Background: an optimization exercise with open tools, aiming at small area and a short achievable clock period. Do not read the settings as production practice. The RTL of this run was laid out without a check of its function. Power figures rest on the tool's default switching activity, not on a simulated workload.

<file path="flow/run.sh">
#!/bin/bash
# synth_recipe.tcl (not shown) runs the flow's synth.tcl, then flattens the netlist and writes it again
# the make line also repeats each setting of config.mk as NAME=value (left out here)
make -C /OpenROAD-flow-scripts/flow DESIGN_CONFIG=/design/flow/config.mk WORK_HOME=/design/flow/orfs CLKGATE_MAP_FILE= SYNTH_SCRIPT=/design/flow/synth_recipe.tcl finish
</file>
<file path="flow/config.mk">
export PLATFORM = sky130hd
export DESIGN_NAME = ChecksumRTL_noparam
export DESIGN_NICKNAME = ChecksumRTL_noparam
export VERILOG_FILES = /design/flow/design.v
export SDC_FILE = /design/flow/constraint.sdc
export NUM_CORES = 4
export LEC_CHECK = 0
export CAP_MARGIN = 20
export CORE_MARGIN = 2
export CORE_UTILIZATION = 40
export SLEW_MARGIN = 20
export SYNTH_HIERARCHICAL = 1
</file>
<file path="flow/constraint.sdc">
create_clock -name core_clock -period 16.0 [get_ports {clk}]
set_input_delay 3.2000 -clock core_clock [delete_from_list [all_inputs] [get_ports {clk}]]
set_output_delay 3.2000 -clock core_clock [all_outputs]
set_load 0.01 [all_outputs]
</file>
<file path="flow/design.v">
module ChecksumRTL_noparam
(
  input  logic [0:0] clk ,
  input  logic [0:0] reset ,
  input  logic [0:0] recv__en  ,
  input  logic [127:0] recv__msg  ,
  output logic [0:0] recv__rdy  ,
  output logic [0:0] send__en  ,
  output logic [31:0] send__msg  ,
  input  logic [0:0] send__rdy
);
  logic [0:0]  full;
  logic [15:0] sum1_q, sum2_q;
  wire a_s1, a_c2;
  csa_fa u_a_s1 (.a(recv__msg[0]), .b(recv__msg[16]), .c(recv__msg[32]), .s(a_s1), .co(a_c2));
  wire a_s3, a_c4;
  csa_fa u_a_s3 (.a(recv__msg[48]), .b(recv__msg[64]), .c(recv__msg[80]), .s(a_s3), .co(a_c4));
  wire a_s5, a_c6;
  csa_fa u_a_s5 (.a(recv__msg[96]), .b(recv__msg[112]), .c(a_s1), .s(a_s5), .co(a_c6));
  wire a_s7, a_c8;
  csa_fa u_a_s7 (.a(recv__msg[1]), .b(recv__msg[17]), .c(recv__msg[33]), .s(a_s7), .co(a_c8));
  wire a_s9, a_c10;
  csa_fa u_a_s9 (.a(recv__msg[49]), .b(recv__msg[65]), .c(recv__msg[81]), .s(a_s9), .co(a_c10));
  wire a_s11, a_c12;
  csa_fa u_a_s11 (.a(recv__msg[97]), .b(recv__msg[113]), .c(a_c2), .s(a_s11), .co(a_c12));
  wire a_s13, a_c14;
  csa_fa u_a_s13 (.a(a_c4), .b(a_s7), .c(a_s9), .s(a_s13), .co(a_c14));
  wire a_s15, a_c16;
  csa_fa u_a_s15 (.a(a_c6), .b(a_s11), .c(a_s13), .s(a_s15), .co(a_c16));
  wire a_s17, a_c18;
  csa_fa u_a_s17 (.a(recv__msg[2]), .b(recv__msg[18]), .c(recv__msg[34]), .s(a_s17), .co(a_c18));
  wire a_s19, a_c20;
  csa_fa u_a_s19 (.a(recv__msg[50]), .b(recv__msg[66]), .c(recv__msg[82]), .s(a_s19), .co(a_c20));
  wire a_s21, a_c22;
  csa_fa u_a_s21 (.a(recv__msg[98]), .b(recv__msg[114]), .c(a_c8), .s(a_s21), .co(a_c22));
  wire a_s23, a_c24;
  csa_fa u_a_s23 (.a(a_c10), .b(a_s17), .c(a_s19), .s(a_s23), .co(a_c24));
  wire a_s25, a_c26;
  csa_fa u_a_s25 (.a(a_c12), .b(a_c14), .c(a_s21), .s(a_s25), .co(a_c26));
  wire a_s27, a_c28;
  csa_fa u_a_s27 (.a(a_s23), .b(a_c16), .c(a_s25), .s(a_s27), .co(a_c28));
  wire a_s29, a_c30;
  csa_fa u_a_s29 (.a(recv__msg[3]), .b(recv__msg[19]), .c(recv__msg[35]), .s(a_s29), .co(a_c30));
  wire a_s31, a_c32;
  csa_fa u_a_s31 (.a(recv__msg[51]), .b(recv__msg[67]), .c(recv__msg[83]), .s(a_s31), .co(a_c32));
  wire a_s33, a_c34;
  csa_fa u_a_s33 (.a(recv__msg[99]), .b(recv__msg[115]), .c(a_c18), .s(a_s33), .co(a_c34));
  wire a_s35, a_c36;
  csa_fa u_a_s35 (.a(a_c20), .b(a_s29), .c(a_s31), .s(a_s35), .co(a_c36));
  wire a_s37, a_c38;
  csa_fa u_a_s37 (.a(a_c22), .b(a_c24), .c(a_s33), .s(a_s37), .co(a_c38));
  wire a_s39, a_c40;
  csa_fa u_a_s39 (.a(a_s35), .b(a_c26), .c(a_s37), .s(a_s39), .co(a_c40));
  wire a_s41, a_c42;
  csa_fa u_a_s41 (.a(recv__msg[4]), .b(recv__msg[20]), .c(recv__msg[36]), .s(a_s41), .co(a_c42));
  wire a_s43, a_c44;
  csa_fa u_a_s43 (.a(recv__msg[52]), .b(recv__msg[68]), .c(recv__msg[84]), .s(a_s43), .co(a_c44));
  wire a_s45, a_c46;
  csa_fa u_a_s45 (.a(recv__msg[100]), .b(recv__msg[116]), .c(a_c30), .s(a_s45), .co(a_c46));
  wire a_s47, a_c48;
  csa_fa u_a_s47 (.a(a_c32), .b(a_s41), .c(a_s43), .s(a_s47), .co(a_c48));
  wire a_s49, a_c50;
  csa_fa u_a_s49 (.a(a_c34), .b(a_c36), .c(a_s45), .s(a_s49), .co(a_c50));
  wire a_s51, a_c52;
  csa_fa u_a_s51 (.a(a_s47), .b(a_c38), .c(a_s49), .s(a_s51), .co(a_c52));
  wire a_s53, a_c54;
  csa_fa u_a_s53 (.a(recv__msg[5]), .b(recv__msg[21]), .c(recv__msg[37]), .s(a_s53), .co(a_c54));
  wire a_s55, a_c56;
  csa_fa u_a_s55 (.a(recv__msg[53]), .b(recv__msg[69]), .c(recv__msg[85]), .s(a_s55), .co(a_c56));
  wire a_s57, a_c58;
  csa_fa u_a_s57 (.a(recv__msg[101]), .b(recv__msg[117]), .c(a_c42), .s(a_s57), .co(a_c58));
  wire a_s59, a_c60;
  csa_fa u_a_s59 (.a(a_c44), .b(a_s53), .c(a_s55), .s(a_s59), .co(a_c60));
  wire a_s61, a_c62;
  csa_fa u_a_s61 (.a(a_c46), .b(a_c48), .c(a_s57), .s(a_s61), .co(a_c62));
  wire a_s63, a_c64;
  csa_fa u_a_s63 (.a(a_s59), .b(a_c50), .c(a_s61), .s(a_s63), .co(a_c64));
  wire a_s65, a_c66;
  csa_fa u_a_s65 (.a(recv__msg[6]), .b(recv__msg[22]), .c(recv__msg[38]), .s(a_s65), .co(a_c66));
  wire a_s67, a_c68;
  csa_fa u_a_s67 (.a(recv__msg[54]), .b(recv__msg[70]), .c(recv__msg[86]), .s(a_s67), .co(a_c68));
  wire a_s69, a_c70;
  csa_fa u_a_s69 (.a(recv__msg[102]), .b(recv__msg[118]), .c(a_c54), .s(a_s69), .co(a_c70));
  wire a_s71, a_c72;
  csa_fa u_a_s71 (.a(a_c56), .b(a_s65), .c(a_s67), .s(a_s71), .co(a_c72));
  wire a_s73, a_c74;
  csa_fa u_a_s73 (.a(a_c58), .b(a_c60), .c(a_s69), .s(a_s73), .co(a_c74));
  wire a_s75, a_c76;
  csa_fa u_a_s75 (.a(a_s71), .b(a_c62), .c(a_s73), .s(a_s75), .co(a_c76));
  wire a_s77, a_c78;
  csa_fa u_a_s77 (.a(recv__msg[7]), .b(recv__msg[23]), .c(recv__msg[39]), .s(a_s77), .co(a_c78));
  wire a_s79, a_c80;
  csa_fa u_a_s79 (.a(recv__msg[55]), .b(recv__msg[71]), .c(recv__msg[87]), .s(a_s79), .co(a_c80));
  wire a_s81, a_c82;
  csa_fa u_a_s81 (.a(recv__msg[103]), .b(recv__msg[119]), .c(a_c66), .s(a_s81), .co(a_c82));
  wire a_s83, a_c84;
  csa_fa u_a_s83 (.a(a_c68), .b(a_s77), .c(a_s79), .s(a_s83), .co(a_c84));
  wire a_s85, a_c86;
  csa_fa u_a_s85 (.a(a_c70), .b(a_c72), .c(a_s81), .s(a_s85), .co(a_c86));
  wire a_s87, a_c88;
  csa_fa u_a_s87 (.a(a_s83), .b(a_c74), .c(a_s85), .s(a_s87), .co(a_c88));
  wire a_s89, a_c90;
  csa_fa u_a_s89 (.a(recv__msg[8]), .b(recv__msg[24]), .c(recv__msg[40]), .s(a_s89), .co(a_c90));
  wire a_s91, a_c92;
  csa_fa u_a_s91 (.a(recv__msg[56]), .b(recv__msg[72]), .c(recv__msg[88]), .s(a_s91), .co(a_c92));
  wire a_s93, a_c94;
  csa_fa u_a_s93 (.a(recv__msg[104]), .b(recv__msg[120]), .c(a_c78), .s(a_s93), .co(a_c94));
  wire a_s95, a_c96;
  csa_fa u_a_s95 (.a(a_c80), .b(a_s89), .c(a_s91), .s(a_s95), .co(a_c96));
  wire a_s97, a_c98;
  csa_fa u_a_s97 (.a(a_c82), .b(a_c84), .c(a_s93), .s(a_s97), .co(a_c98));
  wire a_s99, a_c100;
  csa_fa u_a_s99 (.a(a_s95), .b(a_c86), .c(a_s97), .s(a_s99), .co(a_c100));
  wire a_s101, a_c102;
  csa_fa u_a_s101 (.a(recv__msg[9]), .b(recv__msg[25]), .c(recv__msg[41]), .s(a_s101), .co(a_c102));
  wire a_s103, a_c104;
  csa_fa u_a_s103 (.a(recv__msg[57]), .b(recv__msg[73]), .c(recv__msg[89]), .s(a_s103), .co(a_c104));
  wire a_s105, a_c106;
  csa_fa u_a_s105 (.a(recv__msg[105]), .b(recv__msg[121]), .c(a_c90), .s(a_s105), .co(a_c106));
  wire a_s107, a_c108;
  csa_fa u_a_s107 (.a(a_c92), .b(a_s101), .c(a_s103), .s(a_s107), .co(a_c108));
  wire a_s109, a_c110;
  csa_fa u_a_s109 (.a(a_c94), .b(a_c96), .c(a_s105), .s(a_s109), .co(a_c110));
  wire a_s111, a_c112;
  csa_fa u_a_s111 (.a(a_s107), .b(a_c98), .c(a_s109), .s(a_s111), .co(a_c112));
  wire a_s113, a_c114;
  csa_fa u_a_s113 (.a(recv__msg[10]), .b(recv__msg[26]), .c(recv__msg[42]), .s(a_s113), .co(a_c114));
  wire a_s115, a_c116;
  csa_fa u_a_s115 (.a(recv__msg[58]), .b(recv__msg[74]), .c(recv__msg[90]), .s(a_s115), .co(a_c116));
  wire a_s117, a_c118;
  csa_fa u_a_s117 (.a(recv__msg[106]), .b(recv__msg[122]), .c(a_c102), .s(a_s117), .co(a_c118));
  wire a_s119, a_c120;
  csa_fa u_a_s119 (.a(a_c104), .b(a_s113), .c(a_s115), .s(a_s119), .co(a_c120));
  wire a_s121, a_c122;
  csa_fa u_a_s121 (.a(a_c106), .b(a_c108), .c(a_s117), .s(a_s121), .co(a_c122));
  wire a_s123, a_c124;
  csa_fa u_a_s123 (.a(a_s119), .b(a_c110), .c(a_s121), .s(a_s123), .co(a_c124));
  wire a_s125, a_c126;
  csa_fa u_a_s125 (.a(recv__msg[11]), .b(recv__msg[27]), .c(recv__msg[43]), .s(a_s125), .co(a_c126));
  wire a_s127, a_c128;
  csa_fa u_a_s127 (.a(recv__msg[59]), .b(recv__msg[75]), .c(recv__msg[91]), .s(a_s127), .co(a_c128));
  wire a_s129, a_c130;
  csa_fa u_a_s129 (.a(recv__msg[107]), .b(recv__msg[123]), .c(a_c114), .s(a_s129), .co(a_c130));
  wire a_s131, a_c132;
  csa_fa u_a_s131 (.a(a_c116), .b(a_s125), .c(a_s127), .s(a_s131), .co(a_c132));
  wire a_s133, a_c134;
  csa_fa u_a_s133 (.a(a_c118), .b(a_c120), .c(a_s129), .s(a_s133), .co(a_c134));
  wire a_s135, a_c136;
  csa_fa u_a_s135 (.a(a_s131), .b(a_c122), .c(a_s133), .s(a_s135), .co(a_c136));
  wire a_s137, a_c138;
  csa_fa u_a_s137 (.a(recv__msg[12]), .b(recv__msg[28]), .c(recv__msg[44]), .s(a_s137), .co(a_c138));
  wire a_s139, a_c140;
  csa_fa u_a_s139 (.a(recv__msg[60]), .b(recv__msg[76]), .c(recv__msg[92]), .s(a_s139), .co(a_c140));
  wire a_s141, a_c142;
  csa_fa u_a_s141 (.a(recv__msg[108]), .b(recv__msg[124]), .c(a_c126), .s(a_s141), .co(a_c142));
  wire a_s143, a_c144;
  csa_fa u_a_s143 (.a(a_c128), .b(a_s137), .c(a_s139), .s(a_s143), .co(a_c144));
  wire a_s145, a_c146;
  csa_fa u_a_s145 (.a(a_c130), .b(a_c132), .c(a_s141), .s(a_s145), .co(a_c146));
  wire a_s147, a_c148;
  csa_fa u_a_s147 (.a(a_s143), .b(a_c134), .c(a_s145), .s(a_s147), .co(a_c148));
  wire a_s149, a_c150;
  csa_fa u_a_s149 (.a(recv__msg[13]), .b(recv__msg[29]), .c(recv__msg[45]), .s(a_s149), .co(a_c150));
  wire a_s151, a_c152;
  csa_fa u_a_s151 (.a(recv__msg[61]), .b(recv__msg[77]), .c(recv__msg[93]), .s(a_s151), .co(a_c152));
  wire a_s153, a_c154;
  csa_fa u_a_s153 (.a(recv__msg[109]), .b(recv__msg[125]), .c(a_c138), .s(a_s153), .co(a_c154));
  wire a_s155, a_c156;
  csa_fa u_a_s155 (.a(a_c140), .b(a_s149), .c(a_s151), .s(a_s155), .co(a_c156));
  wire a_s157, a_c158;
  csa_fa u_a_s157 (.a(a_c142), .b(a_c144), .c(a_s153), .s(a_s157), .co(a_c158));
  wire a_s159, a_c160;
  csa_fa u_a_s159 (.a(a_s155), .b(a_c146), .c(a_s157), .s(a_s159), .co(a_c160));
  wire a_s161, a_c162;
  csa_fa u_a_s161 (.a(recv__msg[14]), .b(recv__msg[30]), .c(recv__msg[46]), .s(a_s161), .co(a_c162));
  wire a_s163, a_c164;
  csa_fa u_a_s163 (.a(recv__msg[62]), .b(recv__msg[78]), .c(recv__msg[94]), .s(a_s163), .co(a_c164));
  wire a_s165, a_c166;
  csa_fa u_a_s165 (.a(recv__msg[110]), .b(recv__msg[126]), .c(a_c150), .s(a_s165), .co(a_c166));
  wire a_s167, a_c168;
  csa_fa u_a_s167 (.a(a_c152), .b(a_s161), .c(a_s163), .s(a_s167), .co(a_c168));
  wire a_s169, a_c170;
  csa_fa u_a_s169 (.a(a_c154), .b(a_c156), .c(a_s165), .s(a_s169), .co(a_c170));
  wire a_s171, a_c172;
  csa_fa u_a_s171 (.a(a_s167), .b(a_c158), .c(a_s169), .s(a_s171), .co(a_c172));
  wire a_s173;
  assign a_s173 = recv__msg[15] ^ recv__msg[31] ^ recv__msg[47];
  wire a_s174;
  assign a_s174 = recv__msg[63] ^ recv__msg[79] ^ recv__msg[95];
  wire a_s175;
  assign a_s175 = recv__msg[111] ^ recv__msg[127] ^ a_c162;
  wire a_s176;
  assign a_s176 = a_c164 ^ a_s173 ^ a_s174;
  wire a_s177;
  assign a_s177 = a_c166 ^ a_c168 ^ a_s175;
  wire a_s178;
  assign a_s178 = a_s176 ^ a_c170 ^ a_s177;
  wire b_s179, b_c180;
  csa_fa u_b_s179 (.a(recv__msg[48]), .b(recv__msg[112]), .c(~recv__msg[16]), .s(b_s179), .co(b_c180));
  wire b_s181, b_c182;
  csa_fa u_b_s181 (.a(recv__msg[96]), .b(recv__msg[49]), .c(recv__msg[113]), .s(b_s181), .co(b_c182));
  wire b_s183, b_c184;
  csa_fa u_b_s183 (.a(~recv__msg[17]), .b(~recv__msg[81]), .c(~recv__msg[32]), .s(b_s183), .co(b_c184));
  wire b_s185, b_c186;
  csa_fa u_b_s185 (.a(b_c180), .b(b_s181), .c(b_s183), .s(b_s185), .co(b_c186));
  wire b_s187, b_c188;
  csa_fa u_b_s187 (.a(recv__msg[48]), .b(recv__msg[64]), .c(recv__msg[80]), .s(b_s187), .co(b_c188));
  wire b_s189, b_c190;
  csa_fa u_b_s189 (.a(recv__msg[97]), .b(recv__msg[50]), .c(recv__msg[114]), .s(b_s189), .co(b_c190));
  wire b_s191, b_c192;
  csa_fa u_b_s191 (.a(~recv__msg[18]), .b(~recv__msg[82]), .c(~recv__msg[33]), .s(b_s191), .co(b_c192));
  wire b_s193, b_c194;
  csa_fa u_b_s193 (.a(1'b1), .b(b_c182), .c(b_c184), .s(b_s193), .co(b_c194));
  wire b_s195, b_c196;
  csa_fa u_b_s195 (.a(b_s187), .b(b_s189), .c(b_s191), .s(b_s195), .co(b_c196));
  wire b_s197, b_c198;
  csa_fa u_b_s197 (.a(b_c186), .b(b_s193), .c(b_s195), .s(b_s197), .co(b_c198));
  wire b_s199, b_c200;
  csa_fa u_b_s199 (.a(recv__msg[0]), .b(recv__msg[16]), .c(recv__msg[32]), .s(b_s199), .co(b_c200));
  wire b_s201, b_c202;
  csa_fa u_b_s201 (.a(recv__msg[49]), .b(recv__msg[65]), .c(recv__msg[81]), .s(b_s201), .co(b_c202));
  wire b_s203, b_c204;
  csa_fa u_b_s203 (.a(recv__msg[98]), .b(recv__msg[51]), .c(recv__msg[115]), .s(b_s203), .co(b_c204));
  wire b_s205, b_c206;
  csa_fa u_b_s205 (.a(~recv__msg[19]), .b(~recv__msg[83]), .c(~recv__msg[34]), .s(b_s205), .co(b_c206));
  wire b_s207, b_c208;
  csa_fa u_b_s207 (.a(b_c188), .b(b_c190), .c(b_c192), .s(b_s207), .co(b_c208));
  wire b_s209, b_c210;
  csa_fa u_b_s209 (.a(b_s199), .b(b_s201), .c(b_s203), .s(b_s209), .co(b_c210));
  wire b_s211, b_c212;
  csa_fa u_b_s211 (.a(b_s205), .b(b_c194), .c(b_c196), .s(b_s211), .co(b_c212));
  wire b_s213, b_c214;
  csa_fa u_b_s213 (.a(b_s207), .b(b_s209), .c(b_c198), .s(b_s213), .co(b_c214));
  wire b_s215, b_c216;
  csa_fa u_b_s215 (.a(recv__msg[1]), .b(recv__msg[17]), .c(recv__msg[33]), .s(b_s215), .co(b_c216));
  wire b_s217, b_c218;
  csa_fa u_b_s217 (.a(recv__msg[50]), .b(recv__msg[66]), .c(recv__msg[82]), .s(b_s217), .co(b_c218));
  wire b_s219, b_c220;
  csa_fa u_b_s219 (.a(recv__msg[99]), .b(recv__msg[52]), .c(recv__msg[116]), .s(b_s219), .co(b_c220));
  wire b_s221, b_c222;
  csa_fa u_b_s221 (.a(~recv__msg[20]), .b(~recv__msg[84]), .c(~recv__msg[35]), .s(b_s221), .co(b_c222));
  wire b_s223, b_c224;
  csa_fa u_b_s223 (.a(b_c200), .b(b_c202), .c(b_c204), .s(b_s223), .co(b_c224));
  wire b_s225, b_c226;
  csa_fa u_b_s225 (.a(b_c206), .b(b_s215), .c(b_s217), .s(b_s225), .co(b_c226));
  wire b_s227, b_c228;
  csa_fa u_b_s227 (.a(b_s219), .b(b_s221), .c(b_c208), .s(b_s227), .co(b_c228));
  wire b_s229, b_c230;
  csa_fa u_b_s229 (.a(b_c210), .b(b_s223), .c(b_s225), .s(b_s229), .co(b_c230));
  wire b_s231, b_c232;
  csa_fa u_b_s231 (.a(b_c212), .b(b_s227), .c(b_s229), .s(b_s231), .co(b_c232));
  wire b_s233, b_c234;
  csa_fa u_b_s233 (.a(recv__msg[2]), .b(recv__msg[18]), .c(recv__msg[34]), .s(b_s233), .co(b_c234));
  wire b_s235, b_c236;
  csa_fa u_b_s235 (.a(recv__msg[51]), .b(recv__msg[67]), .c(recv__msg[83]), .s(b_s235), .co(b_c236));
  wire b_s237, b_c238;
  csa_fa u_b_s237 (.a(recv__msg[100]), .b(recv__msg[53]), .c(recv__msg[117]), .s(b_s237), .co(b_c238));
  wire b_s239, b_c240;
  csa_fa u_b_s239 (.a(~recv__msg[21]), .b(~recv__msg[85]), .c(~recv__msg[36]), .s(b_s239), .co(b_c240));
  wire b_s241, b_c242;
  csa_fa u_b_s241 (.a(b_c216), .b(b_c218), .c(b_c220), .s(b_s241), .co(b_c242));
  wire b_s243, b_c244;
  csa_fa u_b_s243 (.a(b_c222), .b(b_s233), .c(b_s235), .s(b_s243), .co(b_c244));
  wire b_s245, b_c246;
  csa_fa u_b_s245 (.a(b_s237), .b(b_s239), .c(b_c224), .s(b_s245), .co(b_c246));
  wire b_s247, b_c248;
  csa_fa u_b_s247 (.a(b_c226), .b(b_s241), .c(b_s243), .s(b_s247), .co(b_c248));
  wire b_s249, b_c250;
  csa_fa u_b_s249 (.a(b_c228), .b(b_s245), .c(b_c230), .s(b_s249), .co(b_c250));
  wire b_s251, b_c252;
  csa_fa u_b_s251 (.a(b_s247), .b(b_s249), .c(b_c232), .s(b_s251), .co(b_c252));
  wire b_s253, b_c254;
  csa_fa u_b_s253 (.a(recv__msg[3]), .b(recv__msg[19]), .c(recv__msg[35]), .s(b_s253), .co(b_c254));
  wire b_s255, b_c256;
  csa_fa u_b_s255 (.a(recv__msg[52]), .b(recv__msg[68]), .c(recv__msg[84]), .s(b_s255), .co(b_c256));
  wire b_s257, b_c258;
  csa_fa u_b_s257 (.a(recv__msg[101]), .b(recv__msg[54]), .c(recv__msg[118]), .s(b_s257), .co(b_c258));
  wire b_s259, b_c260;
  csa_fa u_b_s259 (.a(~recv__msg[22]), .b(~recv__msg[86]), .c(~recv__msg[37]), .s(b_s259), .co(b_c260));
  wire b_s261, b_c262;
  csa_fa u_b_s261 (.a(b_c234), .b(b_c236), .c(b_c238), .s(b_s261), .co(b_c262));
  wire b_s263, b_c264;
  csa_fa u_b_s263 (.a(b_c240), .b(b_s253), .c(b_s255), .s(b_s263), .co(b_c264));
  wire b_s265, b_c266;
  csa_fa u_b_s265 (.a(b_s257), .b(b_s259), .c(b_c242), .s(b_s265), .co(b_c266));
  wire b_s267, b_c268;
  csa_fa u_b_s267 (.a(b_c244), .b(b_s261), .c(b_s263), .s(b_s267), .co(b_c268));
  wire b_s269, b_c270;
  csa_fa u_b_s269 (.a(b_c246), .b(b_s265), .c(b_c248), .s(b_s269), .co(b_c270));
  wire b_s271, b_c272;
  csa_fa u_b_s271 (.a(b_s267), .b(b_c250), .c(b_s269), .s(b_s271), .co(b_c272));
  wire b_s273, b_c274;
  csa_fa u_b_s273 (.a(recv__msg[4]), .b(recv__msg[20]), .c(recv__msg[36]), .s(b_s273), .co(b_c274));
  wire b_s275, b_c276;
  csa_fa u_b_s275 (.a(recv__msg[53]), .b(recv__msg[69]), .c(recv__msg[85]), .s(b_s275), .co(b_c276));
  wire b_s277, b_c278;
  csa_fa u_b_s277 (.a(recv__msg[102]), .b(recv__msg[55]), .c(recv__msg[119]), .s(b_s277), .co(b_c278));
  wire b_s279, b_c280;
  csa_fa u_b_s279 (.a(~recv__msg[23]), .b(~recv__msg[87]), .c(~recv__msg[38]), .s(b_s279), .co(b_c280));
  wire b_s281, b_c282;
  csa_fa u_b_s281 (.a(b_c254), .b(b_c256), .c(b_c258), .s(b_s281), .co(b_c282));
  wire b_s283, b_c284;
  csa_fa u_b_s283 (.a(b_c260), .b(b_s273), .c(b_s275), .s(b_s283), .co(b_c284));
  wire b_s285, b_c286;
  csa_fa u_b_s285 (.a(b_s277), .b(b_s279), .c(b_c262), .s(b_s285), .co(b_c286));
  wire b_s287, b_c288;
  csa_fa u_b_s287 (.a(b_c264), .b(b_s281), .c(b_s283), .s(b_s287), .co(b_c288));
  wire b_s289, b_c290;
  csa_fa u_b_s289 (.a(b_c266), .b(b_s285), .c(b_c268), .s(b_s289), .co(b_c290));
  wire b_s291, b_c292;
  csa_fa u_b_s291 (.a(b_s287), .b(b_c270), .c(b_s289), .s(b_s291), .co(b_c292));
  wire b_s293, b_c294;
  csa_fa u_b_s293 (.a(recv__msg[5]), .b(recv__msg[21]), .c(recv__msg[37]), .s(b_s293), .co(b_c294));
  wire b_s295, b_c296;
  csa_fa u_b_s295 (.a(recv__msg[54]), .b(recv__msg[70]), .c(recv__msg[86]), .s(b_s295), .co(b_c296));
  wire b_s297, b_c298;
  csa_fa u_b_s297 (.a(recv__msg[103]), .b(recv__msg[56]), .c(recv__msg[120]), .s(b_s297), .co(b_c298));
  wire b_s299, b_c300;
  csa_fa u_b_s299 (.a(~recv__msg[24]), .b(~recv__msg[88]), .c(~recv__msg[39]), .s(b_s299), .co(b_c300));
  wire b_s301, b_c302;
  csa_fa u_b_s301 (.a(b_c274), .b(b_c276), .c(b_c278), .s(b_s301), .co(b_c302));
  wire b_s303, b_c304;
  csa_fa u_b_s303 (.a(b_c280), .b(b_s293), .c(b_s295), .s(b_s303), .co(b_c304));
  wire b_s305, b_c306;
  csa_fa u_b_s305 (.a(b_s297), .b(b_s299), .c(b_c282), .s(b_s305), .co(b_c306));
  wire b_s307, b_c308;
  csa_fa u_b_s307 (.a(b_c284), .b(b_s301), .c(b_s303), .s(b_s307), .co(b_c308));
  wire b_s309, b_c310;
  csa_fa u_b_s309 (.a(b_c286), .b(b_s305), .c(b_c288), .s(b_s309), .co(b_c310));
  wire b_s311, b_c312;
  csa_fa u_b_s311 (.a(b_s307), .b(b_c290), .c(b_s309), .s(b_s311), .co(b_c312));
  wire b_s313, b_c314;
  csa_fa u_b_s313 (.a(recv__msg[6]), .b(recv__msg[22]), .c(recv__msg[38]), .s(b_s313), .co(b_c314));
  wire b_s315, b_c316;
  csa_fa u_b_s315 (.a(recv__msg[55]), .b(recv__msg[71]), .c(recv__msg[87]), .s(b_s315), .co(b_c316));
  wire b_s317, b_c318;
  csa_fa u_b_s317 (.a(recv__msg[104]), .b(recv__msg[57]), .c(recv__msg[121]), .s(b_s317), .co(b_c318));
  wire b_s319, b_c320;
  csa_fa u_b_s319 (.a(~recv__msg[25]), .b(~recv__msg[89]), .c(~recv__msg[40]), .s(b_s319), .co(b_c320));
  wire b_s321, b_c322;
  csa_fa u_b_s321 (.a(b_c294), .b(b_c296), .c(b_c298), .s(b_s321), .co(b_c322));
  wire b_s323, b_c324;
  csa_fa u_b_s323 (.a(b_c300), .b(b_s313), .c(b_s315), .s(b_s323), .co(b_c324));
  wire b_s325, b_c326;
  csa_fa u_b_s325 (.a(b_s317), .b(b_s319), .c(b_c302), .s(b_s325), .co(b_c326));
  wire b_s327, b_c328;
  csa_fa u_b_s327 (.a(b_c304), .b(b_s321), .c(b_s323), .s(b_s327), .co(b_c328));
  wire b_s329, b_c330;
  csa_fa u_b_s329 (.a(b_c306), .b(b_s325), .c(b_c308), .s(b_s329), .co(b_c330));
  wire b_s331, b_c332;
  csa_fa u_b_s331 (.a(b_s327), .b(b_c310), .c(b_s329), .s(b_s331), .co(b_c332));
  wire b_s333, b_c334;
  csa_fa u_b_s333 (.a(recv__msg[7]), .b(recv__msg[23]), .c(recv__msg[39]), .s(b_s333), .co(b_c334));
  wire b_s335, b_c336;
  csa_fa u_b_s335 (.a(recv__msg[56]), .b(recv__msg[72]), .c(recv__msg[88]), .s(b_s335), .co(b_c336));
  wire b_s337, b_c338;
  csa_fa u_b_s337 (.a(recv__msg[105]), .b(recv__msg[58]), .c(recv__msg[122]), .s(b_s337), .co(b_c338));
  wire b_s339, b_c340;
  csa_fa u_b_s339 (.a(~recv__msg[26]), .b(~recv__msg[90]), .c(~recv__msg[41]), .s(b_s339), .co(b_c340));
  wire b_s341, b_c342;
  csa_fa u_b_s341 (.a(b_c314), .b(b_c316), .c(b_c318), .s(b_s341), .co(b_c342));
  wire b_s343, b_c344;
  csa_fa u_b_s343 (.a(b_c320), .b(b_s333), .c(b_s335), .s(b_s343), .co(b_c344));
  wire b_s345, b_c346;
  csa_fa u_b_s345 (.a(b_s337), .b(b_s339), .c(b_c322), .s(b_s345), .co(b_c346));
  wire b_s347, b_c348;
  csa_fa u_b_s347 (.a(b_c324), .b(b_s341), .c(b_s343), .s(b_s347), .co(b_c348));
  wire b_s349, b_c350;
  csa_fa u_b_s349 (.a(b_c326), .b(b_s345), .c(b_c328), .s(b_s349), .co(b_c350));
  wire b_s351, b_c352;
  csa_fa u_b_s351 (.a(b_s347), .b(b_c330), .c(b_s349), .s(b_s351), .co(b_c352));
  wire b_s353, b_c354;
  csa_fa u_b_s353 (.a(recv__msg[8]), .b(recv__msg[24]), .c(recv__msg[40]), .s(b_s353), .co(b_c354));
  wire b_s355, b_c356;
  csa_fa u_b_s355 (.a(recv__msg[57]), .b(recv__msg[73]), .c(recv__msg[89]), .s(b_s355), .co(b_c356));
  wire b_s357, b_c358;
  csa_fa u_b_s357 (.a(recv__msg[106]), .b(recv__msg[59]), .c(recv__msg[123]), .s(b_s357), .co(b_c358));
  wire b_s359, b_c360;
  csa_fa u_b_s359 (.a(~recv__msg[27]), .b(~recv__msg[91]), .c(~recv__msg[42]), .s(b_s359), .co(b_c360));
  wire b_s361, b_c362;
  csa_fa u_b_s361 (.a(b_c334), .b(b_c336), .c(b_c338), .s(b_s361), .co(b_c362));
  wire b_s363, b_c364;
  csa_fa u_b_s363 (.a(b_c340), .b(b_s353), .c(b_s355), .s(b_s363), .co(b_c364));
  wire b_s365, b_c366;
  csa_fa u_b_s365 (.a(b_s357), .b(b_s359), .c(b_c342), .s(b_s365), .co(b_c366));
  wire b_s367, b_c368;
  csa_fa u_b_s367 (.a(b_c344), .b(b_s361), .c(b_s363), .s(b_s367), .co(b_c368));
  wire b_s369, b_c370;
  csa_fa u_b_s369 (.a(b_c346), .b(b_s365), .c(b_c348), .s(b_s369), .co(b_c370));
  wire b_s371, b_c372;
  csa_fa u_b_s371 (.a(b_s367), .b(b_c350), .c(b_s369), .s(b_s371), .co(b_c372));
  wire b_s373, b_c374;
  csa_fa u_b_s373 (.a(recv__msg[9]), .b(recv__msg[25]), .c(recv__msg[41]), .s(b_s373), .co(b_c374));
  wire b_s375, b_c376;
  csa_fa u_b_s375 (.a(recv__msg[58]), .b(recv__msg[74]), .c(recv__msg[90]), .s(b_s375), .co(b_c376));
  wire b_s377, b_c378;
  csa_fa u_b_s377 (.a(recv__msg[107]), .b(recv__msg[60]), .c(recv__msg[124]), .s(b_s377), .co(b_c378));
  wire b_s379, b_c380;
  csa_fa u_b_s379 (.a(~recv__msg[28]), .b(~recv__msg[92]), .c(~recv__msg[43]), .s(b_s379), .co(b_c380));
  wire b_s381, b_c382;
  csa_fa u_b_s381 (.a(b_c354), .b(b_c356), .c(b_c358), .s(b_s381), .co(b_c382));
  wire b_s383, b_c384;
  csa_fa u_b_s383 (.a(b_c360), .b(b_s373), .c(b_s375), .s(b_s383), .co(b_c384));
  wire b_s385, b_c386;
  csa_fa u_b_s385 (.a(b_s377), .b(b_s379), .c(b_c362), .s(b_s385), .co(b_c386));
  wire b_s387, b_c388;
  csa_fa u_b_s387 (.a(b_c364), .b(b_s381), .c(b_s383), .s(b_s387), .co(b_c388));
  wire b_s389, b_c390;
  csa_fa u_b_s389 (.a(b_c366), .b(b_s385), .c(b_c368), .s(b_s389), .co(b_c390));
  wire b_s391, b_c392;
  csa_fa u_b_s391 (.a(b_s387), .b(b_c370), .c(b_s389), .s(b_s391), .co(b_c392));
  wire b_s393, b_c394;
  csa_fa u_b_s393 (.a(recv__msg[10]), .b(recv__msg[26]), .c(recv__msg[42]), .s(b_s393), .co(b_c394));
  wire b_s395, b_c396;
  csa_fa u_b_s395 (.a(recv__msg[59]), .b(recv__msg[75]), .c(recv__msg[91]), .s(b_s395), .co(b_c396));
  wire b_s397, b_c398;
  csa_fa u_b_s397 (.a(recv__msg[108]), .b(recv__msg[61]), .c(recv__msg[125]), .s(b_s397), .co(b_c398));
  wire b_s399, b_c400;
  csa_fa u_b_s399 (.a(~recv__msg[29]), .b(~recv__msg[93]), .c(~recv__msg[44]), .s(b_s399), .co(b_c400));
  wire b_s401, b_c402;
  csa_fa u_b_s401 (.a(b_c374), .b(b_c376), .c(b_c378), .s(b_s401), .co(b_c402));
  wire b_s403, b_c404;
  csa_fa u_b_s403 (.a(b_c380), .b(b_s393), .c(b_s395), .s(b_s403), .co(b_c404));
  wire b_s405, b_c406;
  csa_fa u_b_s405 (.a(b_s397), .b(b_s399), .c(b_c382), .s(b_s405), .co(b_c406));
  wire b_s407, b_c408;
  csa_fa u_b_s407 (.a(b_c384), .b(b_s401), .c(b_s403), .s(b_s407), .co(b_c408));
  wire b_s409, b_c410;
  csa_fa u_b_s409 (.a(b_c386), .b(b_s405), .c(b_c388), .s(b_s409), .co(b_c410));
  wire b_s411, b_c412;
  csa_fa u_b_s411 (.a(b_s407), .b(b_c390), .c(b_s409), .s(b_s411), .co(b_c412));
  wire b_s413, b_c414;
  csa_fa u_b_s413 (.a(recv__msg[11]), .b(recv__msg[27]), .c(recv__msg[43]), .s(b_s413), .co(b_c414));
  wire b_s415, b_c416;
  csa_fa u_b_s415 (.a(recv__msg[60]), .b(recv__msg[76]), .c(recv__msg[92]), .s(b_s415), .co(b_c416));
  wire b_s417, b_c418;
  csa_fa u_b_s417 (.a(recv__msg[109]), .b(recv__msg[62]), .c(recv__msg[126]), .s(b_s417), .co(b_c418));
  wire b_s419, b_c420;
  csa_fa u_b_s419 (.a(~recv__msg[30]), .b(~recv__msg[94]), .c(~recv__msg[45]), .s(b_s419), .co(b_c420));
  wire b_s421, b_c422;
  csa_fa u_b_s421 (.a(b_c394), .b(b_c396), .c(b_c398), .s(b_s421), .co(b_c422));
  wire b_s423, b_c424;
  csa_fa u_b_s423 (.a(b_c400), .b(b_s413), .c(b_s415), .s(b_s423), .co(b_c424));
  wire b_s425, b_c426;
  csa_fa u_b_s425 (.a(b_s417), .b(b_s419), .c(b_c402), .s(b_s425), .co(b_c426));
  wire b_s427, b_c428;
  csa_fa u_b_s427 (.a(b_c404), .b(b_s421), .c(b_s423), .s(b_s427), .co(b_c428));
  wire b_s429, b_c430;
  csa_fa u_b_s429 (.a(b_c406), .b(b_s425), .c(b_c408), .s(b_s429), .co(b_c430));
  wire b_s431, b_c432;
  csa_fa u_b_s431 (.a(b_s427), .b(b_c410), .c(b_s429), .s(b_s431), .co(b_c432));
  wire b_s433;
  assign b_s433 = recv__msg[12] ^ recv__msg[28] ^ recv__msg[44];
  wire b_s434;
  assign b_s434 = recv__msg[61] ^ recv__msg[77] ^ recv__msg[93];
  wire b_s435;
  assign b_s435 = recv__msg[110] ^ recv__msg[63] ^ recv__msg[127];
  wire b_s436;
  assign b_s436 = ~recv__msg[31] ^ ~recv__msg[95] ^ ~recv__msg[46];
  wire b_s437;
  assign b_s437 = b_c414 ^ b_c416 ^ b_c418;
  wire b_s438;
  assign b_s438 = b_c420 ^ b_s433 ^ b_s434;
  wire b_s439;
  assign b_s439 = b_s435 ^ b_s436 ^ b_c422;
  wire b_s440;
  assign b_s440 = b_c424 ^ b_s437 ^ b_s438;
  wire b_s441;
  assign b_s441 = b_c426 ^ b_s439 ^ b_c428;
  wire b_s442;
  assign b_s442 = b_s440 ^ b_c430 ^ b_s441;
  wire [15:0] s1_a = {a_c172, a_c160, a_c148, a_c136, a_c124, a_c112, a_c100, a_c88, a_c76, a_c64, a_c52, a_c40, a_c28, a_s27, a_s15, a_s3};
  wire [15:0] s1_b = {a_s178, a_s171, a_s159, a_s147, a_s135, a_s123, a_s111, a_s99, a_s87, a_s75, a_s63, a_s51, a_s39, 1'b0, 1'b0, a_s5};
  wire [15:0] s1_r;
  assign s1_r = s1_a + s1_b;
  wire [15:0] s2_a = {b_c432, b_c412, b_c392, b_c372, b_c352, b_c332, b_c312, b_c292, b_c272, b_c252, b_s251, b_c214, b_s211, b_s197, b_s185, ~recv__msg[80]};
  wire [15:0] s2_b = {b_s442, b_s431, b_s411, b_s391, b_s371, b_s351, b_s331, b_s311, b_s291, b_s271, 1'b0, b_s231, b_s213, 1'b0, 1'b0, b_s179};
  wire [15:0] s2_r;
  assign s2_r = s2_a + s2_b;
  assign send__en  = full & ~reset & send__rdy;
  assign recv__rdy = ~reset & (~full | send__en);
  always_ff @(posedge clk) begin
    full <= ~reset & (recv__en | (full & ~send__en));
    if (recv__en) begin
      sum1_q <= s1_r;
      sum2_q <= s2_r;
    end
  end
  assign send__msg = {sum2_q, sum1_q};
endmodule
module csa_fa (input logic a, input logic b, input logic c, output logic s, output logic co);
  assign s  = a ^ b ^ c;
  assign co = (a & b) | (a & c) | (b & c);
endmodule
</file>
==> impl_metrics.ini <==
[power]
power_density_nw_per_um2 = 233
seq_power_share_pct = 12.2
ir_drop_v = 0.000176
comb_power_share_pct = 82.8
sw_frac_of_total_pct = 44.8
power_frac_clock_pct = 5.0
p_switching_w = 0.000934
p_int_w = 0.00115
p_leak_nw = 3.48

[critical_path]
cp_cell_sequence = clkdlybuf4s50_1 -> inv_1 -> fa_1 -> fa_1 -> fa_1 -> fa_1 -> fa_1 -> ha_1 -> a21oi_1 -> or2b_1 -> or4_4 -> a31oi_4 -> xnor2_1
rr_startpoint = full$_DFF_P_
cp-end-kind = register
worstPathRequired_ns = 16.03
crit_buf_inv = 2
reg2reg_to = full$_DFF_P_
crit_family = adder cells
path_common_cell = fa_1
crit_slowest_cell = clkdlybuf4s50_1
critPathMaxFanout = 4
cp-startpoint = recv__msg[25]
start_kind = input port
critPathKind = input port to register
cp.arrival_ns = 7.80
worst-r2r-cell-count = 3
rrSetupSlack_ns = 15.30
max_stage_delay_ns = 0.57
crit_cells = 13
worstSetupEndpoint = sum2_q[15]$_DFFE_PP_

[logic_synthesis]
ys.flop_type = edfxtp_1
syn_inst = 475
syn_area_per_cell_um2 = 14.5
synthTopCellsByArea = fa_1 (62%), edfxtp_1 (14%), xnor2_1 (6.2%)
synth_top_area_share_pct = 61.9
mappedNetlistNets = 847
yosysWarnings = 7
synth_edf_count = 32
syn-cell-area_um2 = 6890
yosysTopAreaCell = fa_1
ys_seq_area_share_pct = 14.2
synth_cell_types = 44
ys_seq_elements = 33
async_flop_share_pct = 0

[timing]
worst_slack_ns = 8.24
hold_viol_final = 0
period_share_pct = 48.5
worst_pin_slew_ns = 0.823
slew_viol_final = 0
rsz0062_at_grt = no
skew_ns = 0
relSlewSlack_pct = 45.1
fmax_ghz = 0.129
fin_setup_tns_ns = 0
fin_crit_ns = 7.76
setup_viol = 0

[routing]
vias_per_cell = 4.95
drtIter0Drc = 152
wire_per_inst_um = 19.8
vias = 4280
drt-total-wl_um = 17100
drt-pass1-iter-count = 4
drc = 0
antenna_left = 0

[floorplanning]
fp.dieW_um = 135
die_area_um2 = 18300
num_rows = 47
initial_utilization_pct = 41.2
fp.dieH_um = 135
core_area_um2 = 16700
io_pins = 166

[clock_network]
clkLatencyLatePin_ns = 0.29
cts_setup_buffers = 0
clock_tree.root_cell = clkbuf_16
cts.repair.resized = 0
tritoncts = yes
cts_buffer_depth = 2
cts_buffers = 5
cts_htree_levels = 2
postCtsHoldBufs = 0
cts.sinks = 33
cts.clk_slew.worst_paths_ns = 0.06

[final_layout]
area_growth_syn_to_layout_pct = 30.0
multiInputGateArea_um2 = 5710
ff_latch_area_um2 = 981
final_cell_mix = fa_1 (213), clkdlybuf4s50_1 (164), inv_1 (49), xnor2_1 (49), edfxtp_1 (32)
nFillCells = 1409
n_antenna_cell = 0
nets = 1016
drive_gt1_share_pct = 2.95
final_common_cell = fa_1
instances_no_fill = 865
fin_area_um2 = 8960

[placed_design]
pre_cts_ws_ns = 7.89
dp_hpwl_um = 16200
postPlaceCellArea_um2 = 8800
port_buffers = 165
dp.cells = 857
gp_congestion = 0.927

[global_routing]
grt_overflow = 0
grt_pass1_vias = 5183
grt_antenna_before_repair = 0
grtUsageTotal_pct = 20.5
grt_max_degree = 34
grt_first_pass_wirelength_um = 27400

[run_status]
outcome = finished clean

[run]
maxCapViolCount = 0

[hold_path]
hp-class = register to register
how the worst min path moves through the flow:
stage,start,endpoint,slack [ns],cells past startpoint
global placement,full$_DFF_P_,full$_DFF_P_,0.58,3
finish,full$_DFF_P_,full$_DFF_P_,0.60,3
detailed placement,full$_DFF_P_,full$_DFF_P_,0.59,3
floorplan,full$_DFF_P_,full$_DFF_P_,0.57,3
CTS,full$_DFF_P_,full$_DFF_P_,0.60,3
global route,full$_DFF_P_,full$_DFF_P_,0.67,3
modules after synthesis (local to each module, per instance):
module	times used	cells	flops+latches	area (um^2)
csa_fa	213	1	0	20.0
ChecksumRTL_noparam	1	262	33	2620
power by group through the flow:
stage | registers, W | clock network [W] | logic, W
3_5_place_dp | 0.000257 | 0 | 0.00174
4_1_cts | 0.000256 | 0.000107 | 0.00175
2_1_floorplan | 0.000279 | 0 | 0.00128
6_report | 0.000255 | 0.000104 | 0.00173
5_1_grt | 0.000259 | 0.000110 | 0.00193
3_3_place_gp | 0.000256 | 0 | 0.00171
final cells by class:
| type | count | share of cell area (%) |
|---|---|---|
| Clock buffer | 7 | 1.70 |
| Clock inverter | 1 | 0.0559 |
| Inverter | 49 | 2.05 |
| Multi-Input combinational cell | 390 | 63.8 |
| Sequential cell | 33 | 11.0 |
| Tap cell | 220 | 3.07 |
| Timing Repair Buffer | 165 | 18.4 |
Yosys cell counts (2+ instances only):
cell / count
a21o_1: 7
a21oi_1: 19
a31oi_1: 3
a41o_1: 2
clkbuf_1: 3
edfxtp_1: 32
fa_1: 213
ha_1: 27
inv_1: 49
nand2_1: 9
nand3_1: 3
nand4_1: 2
nor2_1: 8
nor2b_1: 3
o211a_1: 2
o21ai_0: 4
o21ai_1: 3
o21bai_1: 3
xnor2_1: 49
xor2_1: 10
through the flow:
stage	power, W	hold slack, ns	util, %
floorplan	0.00156	0.568	-
global placement	0.00197	0.584	52.7
detailed placement	0.00200	0.595	52.7
CTS	0.00211	0.604	53.6
global route	0.00230	0.672	53.6
finish	0.00208	0.601	53.6
metal layers:
layer,global-route usage (%),vias up,part of all wire [%]
met4,4.28,0,1.4
met5,0,-,0
met3,3.22,13,5.5
met2,37.1,157,53
li1,-,1871,-
met1,26.2,2239,40
worst register-to-register path, delay by kind of cell, from the launching register on:
kind          cells  cell delay (ns)
simple gates      3             0.33
flops             1             0.32
flip-flops by register name (all words and copies together), names as in the netlist:
name and flops:
sum2_q 16, sum1_q 16, full 1
logic make-up after synthesis:
family / share of synthesized area [%]
other: 0.0544
AND/OR/NAND/NOR: 2.13
buffers and inverters: 2.83
XOR/XNOR: 7.50
adder cells (fa/ha/maj): 66.8
flip-flops: 14.2
multiplexers: 0.145
AO/OA/AOI/OAI: 6.29
